This design comes from an exercise in tuning for small area on the open sky130 flow, not from production work.
No driver is modelled on the clock port, so clocking that relies on it looks cheaper here than on a real chip.
Power is estimated from default activity; no workload was simulated.

== build 83 ==
Design timer_mary89, start of the top module:
module timer_mary89(clock, reset, adjust, start_stop, mode, d5, d4, d3, d2, d1, d0);
==> flow/config.mk <==
export PLATFORM = sky130hd
export DESIGN_NAME = timer_mary89
export DESIGN_NICKNAME = timer_mary89
export VERILOG_FILES = /design/flow/design.v
export SDC_FILE = /design/flow/constraint.sdc
export NUM_CORES = 4
export LEC_CHECK = 0
export CAP_MARGIN = 20
export CORE_MARGIN = 2
export CORE_UTILIZATION = 40
export SLEW_MARGIN = 20
==> flow/constraint.sdc <==
create_clock -name core_clock -period 5.0 [get_ports {clock}]
set_input_delay 1.0000 -clock core_clock [delete_from_list [all_inputs] [get_ports {clock}]]
set_output_delay 1.0000 -clock core_clock [all_outputs]
set_load 0.01 [all_outputs]
standard.sh (not shown) runs the stock make flow with config.mk's settings and CLKGATE_MAP_FILE= SYNTH_SCRIPT=/design/flow/synth_recipe.tcl, a recipe that flattens the netlist after the stock synthesis.
==> flow/flow/run.sh <==
#!/bin/bash
# Own layout flow: the standard ORFS flow (standard synthesis unchanged), with
# buf_1 port buffers and a clock tree of small buffers without dummy loads.
set -euo pipefail
CTS="-sink_clustering_enable -repair_clock_nets -dont_use_dummy_load -buf_list sky130_fd_sc_hd__clkbuf_4 -sink_clustering_size 15 -sink_clustering_max_diameter 60"
bash standard.sh "CTS_ARGS=$CTS" "BUFFER_PORTS_ARGS=-buffer_cell sky130_fd_sc_hd__buf_1" GPL_KEEP_OVERFLOW=0 finish > flow_orfs.log 2>&1
The inputs of build 6 differ from those of build 83 as listed below.
Settings: an added GPL_TIMING_DRIVEN of 0.
==> flow/run.sh (new file) <==
#!/bin/bash
# synth_recipe.tcl (not shown) runs the flow's synth.tcl, then flattens the netlist and writes it again
# the make line also repeats each setting of config.mk as NAME=value (left out here)
make -C /OpenROAD-flow-scripts/flow DESIGN_CONFIG=/design/flow/config.mk WORK_HOME=/design/flow/orfs CLKGATE_MAP_FILE= SYNTH_SCRIPT=/design/flow/synth_recipe.tcl finish
removed: flow/flow/run.sh
removed: flow/standard.sh
Results
- The run showing the smaller flip-flop and latch share of the layout cell area is build 6.
- Comparing build 6 with build 83, the multi-input gate area in the final layout came out essentially unchanged.
- Compared with build 83, build 6 ends up with more cell area.
- Looking at sequential fraction of design power, build 6 sits 14 points lower than build 83 does.
- Comparing build 6 and build 83, the higher critical path depth was measured on build 6.
- Re multi-input combinational area share: build 6 is 5.7 points down on build 83.
- Relative to build 83, number of ordinary and repair buffers in the finished layout has increased by 110% in build 6.
> inputs changed (build 6 -> build 46)
Settings: GPL_TIMING_DRIVEN removed (was 0).
==> flow/flow/run.sh (new file) <==
#!/bin/bash
# Own layout flow: the standard ORFS flow (standard synthesis unchanged), with
# buf_1 port buffers and a clock tree of small buffers without dummy loads.
set -euo pipefail
CTS="-sink_clustering_enable -repair_clock_nets -dont_use_dummy_load -buf_list sky130_fd_sc_hd__clkbuf_8 -sink_clustering_size 30 -sink_clustering_max_diameter 100"
bash standard.sh "CTS_ARGS=$CTS" "BUFFER_PORTS_ARGS=-buffer_cell sky130_fd_sc_hd__buf_1"  finish > flow_orfs.log 2>&1
==> flow/standard.sh (new file) <==
#!/bin/bash
# synth_recipe.tcl (not shown) runs the flow's synth.tcl, then flattens the netlist and writes it again
# the make line also repeats each setting of config.mk as NAME=value (left out here)
make -C /OpenROAD-flow-scripts/flow DESIGN_CONFIG=/design/flow/config.mk WORK_HOME=/design/flow/orfs CLKGATE_MAP_FILE= SYNTH_SCRIPT=/design/flow/synth_recipe.tcl "${@:-finish}"
removed: flow/run.sh
--- outcome ---
Reported for build 6 and build 46, max capacitance violation total turned out identical to the last digit.
[compare] base=build 6 new=build 46: non-clock buffer count moved down; global-route wire length before repair now smaller; number of rows in the core area did not really move; total wire length after detailed routing shows a reduction of about 10%; critical path depth now smaller.
Sequential share of cell area sits higher in build 46 than in build 6.
No run of this note included a check of the RTL's function; only the layout flow was run.

---

timer_mary89, a different RTL version from the one above (not shown whole).
Size in the first run: about 510 cells after synthesis, roughly 73 flip-flops, ~29 I/O pins, roughly 4000 um2 of cells after synthesis.
## timer_mary89
module timer_mary89(clock, reset, adjust, start_stop, mode, d5, d4, d3, d2, d1, d0);
Settings: LEC_CHECK=0, CAP_MARGIN=20, CORE_MARGIN=2, CORE_UTILIZATION=70, SLEW_MARGIN=20; clock period 5.0 ns.
==> flow/flow/run.sh <==
#!/bin/bash
# Own layout flow: the standard ORFS flow with the standard synthesis unchanged, and:
# * port buffers of the smallest buffer (buf_1) instead of the resizer's default choice;
# * timing-driven placement keeps no resizer buffers (GPL_KEEP_OVERFLOW=0);
# * the clock tree built by hand before CTS (flow/man_cts.tcl): the flip-flops split by
#   position into 3 equal groups, each driven by one clkbuf_16 fed from the clock port;
#   TritonCTS skips those nets. Every register gets the same one-buffer clock path.
# Each step's full output goes to the ORFS logs (orfs/logs/...) and to flow_orfs.log here.
set -euo pipefail
here=$(pwd)
BUFS="sky130_fd_sc_hd__clkbuf_16 sky130_fd_sc_hd__clkbuf_16 sky130_fd_sc_hd__clkbuf_8"
CTS="-sink_clustering_enable -repair_clock_nets -dont_use_dummy_load -buf_list sky130_fd_sc_hd__clkbuf_8"
bash standard.sh "CTS_ARGS=$CTS" "PRE_CTS_TCL=$here/flow/man_cts.tcl" \
  "BUFFER_PORTS_ARGS=-buffer_cell sky130_fd_sc_hd__buf_1" GPL_KEEP_OVERFLOW=0 "MAN_CTS_BUFS=$BUFS" finish > flow_orfs.log 2>&1
Other scripts of this flow, unchanged in this note and not shown: flow/flow/man_cts.tcl
The starting point finished with timing, DRC and antenna clean.
Change:
- CORE_UTILIZATION: 70 -> 80
Via count goes up by 5.1%; sequential share of layout area hardly moves; synthesized cell count does not change; wire length goes up by 8.0%.
Function was not checked in any run of this note: the RTL went through the layout flow alone.

## what the ideal ports hide
The results above use ideal ports. As a check the final layouts listed here were re-extracted and re-timed, cells and wires unchanged. Step 1 (the two cells are an assumption about what drives the block):
set clk [get_ports {clock}]
set_driving_cell -lib_cell sky130_fd_sc_hd__clkbuf_16 $clk
set_driving_cell -lib_cell sky130_fd_sc_hd__buf_2 [delete_from_list [all_inputs] $clk]
Step 2 also shifts input and output timing later by t, the mid clock arrival at the registers, as if the neighbouring blocks saw the same clock. a / b / c = no drivers / after step 1 / after step 2; a / b = the first two.
run | shift t [ns] | setup slack, ns | worst data-port slew with drivers (ns) | cell pins on the clock port's net
build 83 | 0.458 | 0.473 / 0.442 / 0.900 | 0.03 | 1
build 6 | 0.376 | 0.551 / 0.516 / 0.891 | 0.03 | 1
build 46 | 0.376 | 0.929 / 0.896 / 1.272 | 0.03 | 1
the first run of note 2 | 0.225 | 1.056 / 0.992 / 1.217 | 0.03 | 3
the second run of note 2 | 0.220 | 0.895 / 0.833 / 1.053 | 0.03 | 3
After both steps every run listed still meets setup and hold.
